From an optimization exercise on the open Yosys and OpenROAD flow, aimed at small area and a short achievable clock period; shortcuts taken in it are not production practice.
RTL that was checked went through simulation tests only; none was proved equivalent to the original.
No activity file was given, so power comes from the tool's default toggle rates.

## before
==> flow/design.v <==
module ELM_lod(
    input  [13:0] x0,
    output reg [3:0] k
    );
    wire [12:0] a = x0[12:0] ^ {13{x0[13]}};
    integer i;
    always @* begin
        k = 4'd0;
        for (i = 1; i < 13; i = i + 1)
            if (a[i]) k = i;
    end
endmodule
module ELM_add #(parameter N = 18) (
    input  [N-1:0] a,
    input  [N-1:0] b,
    input          cin,
    output [N-1:0] s
    );
    localparam L = $clog2(N + 1);
    wire [N:0] g0 = {a & b, cin};
    wire [N:0] p0 = {a ^ b, 1'b0};
    wire [N:0] g [0:L];
    wire [N:0] p [0:L];
    assign g[0] = g0;
    assign p[0] = p0;
    genvar l, i;
    generate
        for (l = 0; l < L; l = l + 1) begin : lvl
            for (i = 0; i <= N; i = i + 1) begin : bit_
                if ((i >> l) & 1) begin : op
                    localparam integer J = ((i >> l) << l) - 1;
                    assign g[l+1][i] = g[l][i] | (p[l][i] & g[l][J]);
                    assign p[l+1][i] = p[l][i] & p[l][J];
                end else begin : pass
                    assign g[l+1][i] = g[l][i];
                    assign p[l+1][i] = p[l][i];
                end
            end
        end
    endgenerate
    assign s = p0[N:1] ^ g[L][N-1:0];
endmodule
module ELM_back(
    input  [15:0] x,
    input  [15:0] y,
    input  [3:0]  kx,
    input  [3:0]  ky,
    output [31:0] p
    );
    wire [16:0] tx = {x[12:0], {4{x[13]}}} >> kx;
    wire [16:0] ty = {y[12:0], {4{y[13]}}} >> ky;
    wire [3:0]  fx = tx[3:0] ^ {4{x[13]}};
    wire [3:0]  fy = ty[3:0] ^ {4{y[13]}};
    wire s  = x[13] ^ y[13];
    wire nz = (x[13] | (|x[7:0])) & (y[13] | (|y[7:0]));
    wire [4:0] fs = fx + fy;
    wire [4:0] ks = kx + ky;
    wire [5:0] m  = fs[4] ? {1'b1, fs[3:0], 1'b0} : {2'b01, fs[3:0]};
    wire [3:0] d0;
    wire [6:0] d1;
    genvar j, i;
    generate
        for (i = 0; i < 4; i = i + 1) begin : dec0
            assign d0[i] = (ks[1:0] == i);
        end
        for (i = 0; i < 7; i = i + 1) begin : dec1
            if (i < 6) assign d1[i] = nz & (ks[4:2] == i);
            else       assign d1[i] = nz & ks[4] & ks[3];
        end
    endgenerate
    wire [8:0] m1;       
    generate
        for (j = 0; j < 9; j = j + 1) begin : sh0
            wire [3:0] t;
            for (i = 0; i < 4; i = i + 1) begin : b
                if (j - i >= 0 && j - i <= 5)
                    assign t[i] = d0[i] & m[j - i];
                else
                    assign t[i] = 1'b0;
            end
            assign m1[j] = |t;
        end
    endgenerate
    wire [27:0] pabs;    
    assign pabs[27:26] = 2'b00;
    generate
        for (j = 0; j < 26; j = j + 1) begin : sh1
            wire [6:0] t;
            for (i = 0; i < 7; i = i + 1) begin : b
                if (j + 4 - 4*i >= 0 && j + 4 - 4*i <= (i == 6 ? 5 : 8))
                    assign t[i] = d1[i] & m1[j + 4 - 4*i];
                else
                    assign t[i] = 1'b0;
            end
            assign pabs[j] = |t;
        end
    endgenerate
    wire [27:0] A = pabs ^ {28{s & nz}};
    wire x_one = x[14] ^ x[13];
    wire x_two = (x[15] ^ x[14]) & ~x_one;
    wire y_one = y[14] ^ y[13];
    wire y_two = (y[15] ^ y[14]) & ~y_one;
    wire sf1 = x[15] & (x_one | x_two);
    wire sf0 = y[15] & (y_one | y_two);
    wire [16:0] ye = {y[15], y};
    wire [14:0] xe = {x[13], x[13:0]};
    wire [16:0] pp2 = ({17{x_one}} & ye | {17{x_two}} & {ye[15:0], 1'b0}) ^ {17{sf1}};
    wire [14:0] pp1 = ({15{y_one}} & xe | {15{y_two}} & {xe[13:0], 1'b0}) ^ {15{sf0}};
    wire [14:0] z;       
    generate
        for (i = 0; i < 15; i = i + 1) begin : zlo
            if (i == 0) assign z[i] = 1'b1;
            else        assign z[i] = ~|A[i-1:0];
        end
    endgenerate
    assign p[13:0] = A[13:0] ^ ({14{sf0}} & z[13:0]);
    wire cin = sf0 & ~z[14];
    wire [17:0] ha = {{4{A[27]}}, A[27:14]};
    wire [17:0] hb = {pp2[16], pp2};
    wire [17:0] hc = {{3{pp1[14]}}, pp1};
    wire [17:0] cs = ha ^ hb ^ hc;
    wire [17:0] cc = {(ha[16:0] & hb[16:0]) | (ha[16:0] & hc[16:0]) | (hb[16:0] & hc[16:0]), sf1};
    ELM_add #(.N(18)) hi_add(.a(cs), .b(cc), .cin(cin), .s(p[31:14]));
endmodule
module ELM_Mitchw5(
    input  [15:0] x,
    input  [15:0] y,
    output [31:0] p
    );
    wire [3:0] kx, ky;
    ELM_lod  lx(.x0(x[13:0]), .k(kx));
    ELM_lod  ly(.x0(y[13:0]), .k(ky));
    ELM_back b(.x(x), .y(y), .kx(kx), .ky(ky), .p(p));
endmodule
module mult_top(
    input clk,
    input  [15:0] x,
    input  [15:0] y,
    output reg [31:0] p_out
    );
    wire [3:0] kx_d, ky_d;
    reg  [15:0] X_vec, Y_vec;
    reg  [3:0]  KX_vec, KY_vec;
    ELM_lod lod_x(.x0(x[13:0]), .k(kx_d));
    ELM_lod lod_y(.x0(y[13:0]), .k(ky_d));
    wire [31:0] P_vec;
    ELM_back back(.x(X_vec), .y(Y_vec), .kx(KX_vec), .ky(KY_vec), .p(P_vec));
    always @(posedge clk)
    begin
        X_vec  <= x;
        Y_vec  <= y;
        KX_vec <= kx_d;
        KY_vec <= ky_d;
        p_out  <= P_vec;
    end
endmodule
export LEC_CHECK = 0
export ABC_AREA = 1
export CAP_MARGIN = 20
export CORE_MARGIN = 2
export CORE_UTILIZATION = 40
export PLACE_DENSITY = 0.6
export SLEW_MARGIN = 20
create_clock -name core_clock -period 10.0 [get_ports {clk}]
standard.sh (not shown) runs the stock make flow with config.mk's settings and CLKGATE_MAP_FILE= SYNTH_SCRIPT=/design/flow/synth_recipe.tcl, a recipe that flattens the netlist after the stock synthesis.
==> flow/flow/run.sh <==
#!/bin/bash
# Standard layout with two changes: no full/half-adder cells in synthesis (the
# adders are left as plain gates for abc), and timing repair aimed at a
# tighter setup slack than the design's own settings allow.
set -euo pipefail
export ADDER_MAP_FILE=
export SETUP_SLACK_MARGIN=6.0
bash standard.sh > standard_flow.log 2>&1
Looking at the reports, before completed the entire flow and the layout it produced met the timing, design-rule and antenna checks.
Setup changes, before to after
diff --git a/flow/design.v b/flow/design.v
--- a/flow/design.v
+++ b/flow/design.v
@@ -16,7 +16,7 @@
     input          cin,
     output [N-1:0] s
     );
-    localparam L = $clog2(N + 1);
+    localparam L = 5;    
     wire [N:0] g0 = {a & b, cin};
     wire [N:0] p0 = {a ^ b, 1'b0};
     wire [N:0] g [0:L];
## What came out
Taking before as the reference, in after synthesized instance count has remained practically unchanged; later-pin clock latency in the skew report has remained practically unchanged.
Diff after..before | combinational power | negligible
Any difference in die footprint between before and after is small enough to ignore.
From before to after, design area did not move at all.
Per the comparison of after with before, length of the first detailed-routing pass in iterations about even; via count stayed essentially flat.
Power density over cell area came out exactly the same in after and before.
after and before ended up with nearly the same share of power burned in combinational logic.
For final cell count, after and before come out practically identical.
Only the layout flow was run in before; the RTL was not checked for function there.

mult_top, a different RTL version from the one above (not shown whole).
Size in the first run: roughly 1100 cells after synthesis, roughly 86 flip-flops, ~65 I/O pins, ~0.0070 mm2 of cells after synthesis.
==> module ELM_log, before the edit <==
module ELM_log(
    input  [13:0] x0,
    output reg [3:0] k,
    output [6:0] w
    );
    wire [12:0] t = x0[12:0] ^ x0[13:1];
    integer i;
    always @* begin
        k = 4'd0;
        for (i = 1; i < 13; i = i + 1)
            if (t[i]) k = i;
    end
    wire [18:0] rb = {{2{x0[13]}}, x0[12:0], {4{x0[13]}}};
    assign w = (k[3:2] == 2'd0) ? rb[6:0] :
               (k[3:2] == 2'd1) ? rb[10:4] :
               (k[3:2] == 2'd2) ? rb[14:8] : rb[18:12];
endmodule
==> module ELM_frac, before the edit <==
module ELM_frac(
    input  [6:0] w,
    input  [1:0] r,
    input        sgn,
    output [3:0] f
    );
    wire [3:0] fr = (r == 2'd0) ? w[3:0] :
                    (r == 2'd1) ? w[4:1] :
                    (r == 2'd2) ? w[5:2] : w[6:3];
    assign f = fr ^ {4{sgn}};
endmodule
==> module ELM_back, before the edit <==
module ELM_back(
    input  [15:0] x,
    input  [15:0] y,
    input  [3:0]  kx,
    input  [6:0]  wx,
    input  [3:0]  ky,
    input  [6:0]  wy,
    output [31:0] p
    );
    wire [3:0] fx, fy;
    ELM_frac frx(.w(wx), .r(kx[1:0]), .sgn(x[13]), .f(fx));
    ELM_frac fry(.w(wy), .r(ky[1:0]), .sgn(y[13]), .f(fy));
    wire s  = x[13] ^ y[13];
    wire nz = (x[13] | (|x[7:0])) & (y[13] | (|y[7:0]));
    wire sn = s & nz;    
    wire [4:0] fs = fx + fy;
    wire [4:0] ks = kx + ky;
    wire [5:0] m  = fs[4] ? {1'b1, fs[3:0], 1'b0} : {2'b01, fs[3:0]};
    wire [3:0] d0;
    wire [6:0] d1;
    genvar j, i;
    generate
        for (i = 0; i < 4; i = i + 1) begin : dec0
            assign d0[i] = (ks[1:0] == i);
        end
        for (i = 0; i < 7; i = i + 1) begin : dec1
            if (i < 6) assign d1[i] = nz & (ks[4:2] == i);
            else       assign d1[i] = nz & ks[4] & ks[3];
        end
    endgenerate
    wire [8:0] m1;       
    generate
        for (j = 0; j < 9; j = j + 1) begin : sh0
            wire [3:0] t;
            for (i = 0; i < 4; i = i + 1) begin : b
                if (j - i >= 0 && j - i <= 5)
                    assign t[i] = d0[i] & m[j - i];
                else
                    assign t[i] = 1'b0;
            end
            assign m1[j] = |t;
        end
    endgenerate
    wire [27:0] pabs;    
    assign pabs[27:26] = 2'b00;
    generate
        for (j = 0; j < 26; j = j + 1) begin : sh1
            wire [6:0] t;
            for (i = 0; i < 7; i = i + 1) begin : b
                if (j + 4 - 4*i >= 0 && j + 4 - 4*i <= (i == 6 ? 5 : 8))
                    assign t[i] = d1[i] & m1[j + 4 - 4*i];
                else
                    assign t[i] = 1'b0;
            end
            assign pabs[j] = |t;
        end
    endgenerate
    wire x_one = x[14] ^ x[13];
    wire x_two = (x[15] ^ x[14]) & ~x_one;
    wire y_one = y[14] ^ y[13];
    wire y_two = (y[15] ^ y[14]) & ~y_one;
    wire sf1 = x[15] & (x_one | x_two);
    wire sf0 = y[15] & (y_one | y_two);
    wire [16:0] ye = {y[15], y};
    wire [14:0] xe = {x[13], x[13:0]};
    wire [16:0] pp2 = ({17{x_one}} & ye | {17{x_two}} & {ye[15:0], 1'b0}) ^ {17{sf1}};
    wire [14:0] pp1 = ({15{y_one}} & xe | {15{y_two}} & {xe[13:0], 1'b0}) ^ {15{sf0}};
    wire [13:0] al = pabs[13:0] ^ {14{sn}};
    wire [13:0] z;       
    generate
        for (i = 0; i < 14; i = i + 1) begin : zlo
            if (i == 0) assign z[i] = 1'b1;
            else        assign z[i] = ~|al[i-1:0];
        end
    endgenerate
    assign p[13:0] = al ^ ({14{sf0}} & z);
    wire cin = sf0 & (sn | (|pabs[13:0]));
    wire [17:0] hb = {pp2[16], pp2};
    wire [17:0] hc = {{3{pp1[14]}}, pp1};
    wire [17:0] ph = {4'b0000, pabs[27:14]};
    wire [17:0] ex = hb ^ hc ^ {18{sn}};
    wire [17:0] eo = sn ? (hb & hc) : (hb | hc);    
    wire [17:0] ea = sn ? (hb | hc) : (hb & hc);    
    wire [17:0] cs = ph ^ ex;
    wire [17:0] cy = (ph & eo) | (~ph & ea);
    wire [17:0] cc = {cy[16:0], sf1};
    ELM_add #(.N(18)) hi_add(.a(cs), .b(cc), .cin(cin), .s(p[31:14]));
endmodule
export LEC_CHECK = 0
export ABC_AREA = 1
export CAP_MARGIN = 20
export CORE_MARGIN = 2
export CORE_UTILIZATION = 40
export PLACE_DENSITY = 0.6
export SLEW_MARGIN = 20
create_clock -name core_clock -period 10.0 [get_ports {clk}]
==> flow/flow/run.sh <==
#!/bin/bash
# Standard layout with three changes: no full/half-adder cells in synthesis
# (the adders are left as plain gates for abc), timing repair aimed at a
# tighter setup slack than the design's own settings allow, and the port
# buffers are plain buf_1 cells rather than delay buffers.
set -euo pipefail
export ADDER_MAP_FILE=
export SETUP_SLACK_MARGIN=6.0
export BUFFER_PORTS_ARGS="-buffer_cell sky130_fd_sc_hd__buf_1"
bash standard.sh > standard_flow.log 2>&1
Change:
--- a/flow/design.v
+++ b/flow/design.v
@@ -2,30 +2,28 @@
     input  [13:0] x0,
     output reg [3:0] k,
     output [6:0] w
     );
-    wire [12:0] t = x0[12:0] ^ x0[13:1];
+    wire [12:0] a = x0[12:0] ^ {13{x0[13]}};
     integer i;
     always @* begin
         k = 4'd0;
         for (i = 1; i < 13; i = i + 1)
-            if (t[i]) k = i;
+            if (a[i]) k = i;
     end
-    wire [18:0] rb = {{2{x0[13]}}, x0[12:0], {4{x0[13]}}};
-    assign w = (k[3:2] == 2'd0) ? rb[6:0] :
-               (k[3:2] == 2'd1) ? rb[10:4] :
-               (k[3:2] == 2'd2) ? rb[14:8] : rb[18:12];
+    wire [18:0] ap = {2'b00, a, 4'b0000};
+    assign w = (k[3:2] == 2'd0) ? ap[6:0] :
+               (k[3:2] == 2'd1) ? ap[10:4] :
+               (k[3:2] == 2'd2) ? ap[14:8] : ap[18:12];
 endmodule
 module ELM_frac(
     input  [6:0] w,
     input  [1:0] r,
-    input        sgn,
     output [3:0] f
     );
-    wire [3:0] fr = (r == 2'd0) ? w[3:0] :
-                    (r == 2'd1) ? w[4:1] :
-                    (r == 2'd2) ? w[5:2] : w[6:3];
-    assign f = fr ^ {4{sgn}};
+    assign f = (r == 2'd0) ? w[3:0] :
+               (r == 2'd1) ? w[4:1] :
+               (r == 2'd2) ? w[5:2] : w[6:3];
 endmodule
 module ELM_add #(parameter N = 18) (
     input  [N-1:0] a,
     input  [N-1:0] b,
@@ -65,10 +63,10 @@
     input  [6:0]  wy,
     output [31:0] p
     );
     wire [3:0] fx, fy;
-    ELM_frac frx(.w(wx), .r(kx[1:0]), .sgn(x[13]), .f(fx));
-    ELM_frac fry(.w(wy), .r(ky[1:0]), .sgn(y[13]), .f(fy));
+    ELM_frac frx(.w(wx), .r(kx[1:0]), .f(fx));
+    ELM_frac fry(.w(wy), .r(ky[1:0]), .f(fy));
     wire s  = x[13] ^ y[13];
     wire nz = (x[13] | (|x[7:0])) & (y[13] | (|y[7:0]));
     wire sn = s & nz;    
     wire [4:0] fs = fx + fy;
Maximum frequency drops by 1.2%.
Non-clock buffer count climbs by 1.
Core utilization drops by 0.62 points.
Global-route usage drops by 0.96 points.
Synthesized cell count drops by 4.1%.
Routed wire length drops by about 7%.
Setup slack is worse by 0.044 ns.
Sequential power hardly moves.
Clock power drops by about 3%.
Combinational power stays flat.
Sequential cell count does not change.
Die area drops by 0.96%.
For the first run of this note, only the layout was checked, not whether the RTL still works.

[separate check: timing with driven ports]
Ports are ideal in the flow. The routed layouts listed here were re-timed in OpenROAD.
Step 1 (the two cells are an assumption about what drives the block):
set clk [get_ports {clk}]
set_driving_cell -lib_cell sky130_fd_sc_hd__clkbuf_16 $clk
set_driving_cell -lib_cell sky130_fd_sc_hd__buf_2 [delete_from_list [all_inputs] $clk]
Step 2, shift: input delay + t, output delay - t, t = (earliest + latest rising clock arrival at the registers) / 2. This alone moves slack from input paths to output paths.
Slacks: no drivers / after step 1 / after step 2; pairs: no drivers / after step 1.
| run | t, ns | setup slack, ns | worst setup path after step 2 | clock arrival spread, ns | worst data-port slew with drivers (ns) |
|---|---|---|---|---|---|
| before | 0.394 | 6.031 / 6.031 / 6.031 | register to register | 0.007 / 0.007 | 0.03 |
| after | 0.394 | 6.031 / 6.031 / 6.031 | register to register | 0.007 / 0.007 | 0.03 |
| the first run of note 2 | 0.395 | 6.384 / 6.384 / 6.055 | input to register | 0.014 / 0.014 | 0.04 |
| the second run of note 2 | 0.395 | 6.340 / 6.349 / 5.961 | input to register | 0.008 / 0.008 | 0.04 |
After both steps setup and hold are still met in every run listed. For the second run of note 2, which loses most, drivers alone change the setup slack by +0.009 ns; drivers and shift together by -0.379 ns.
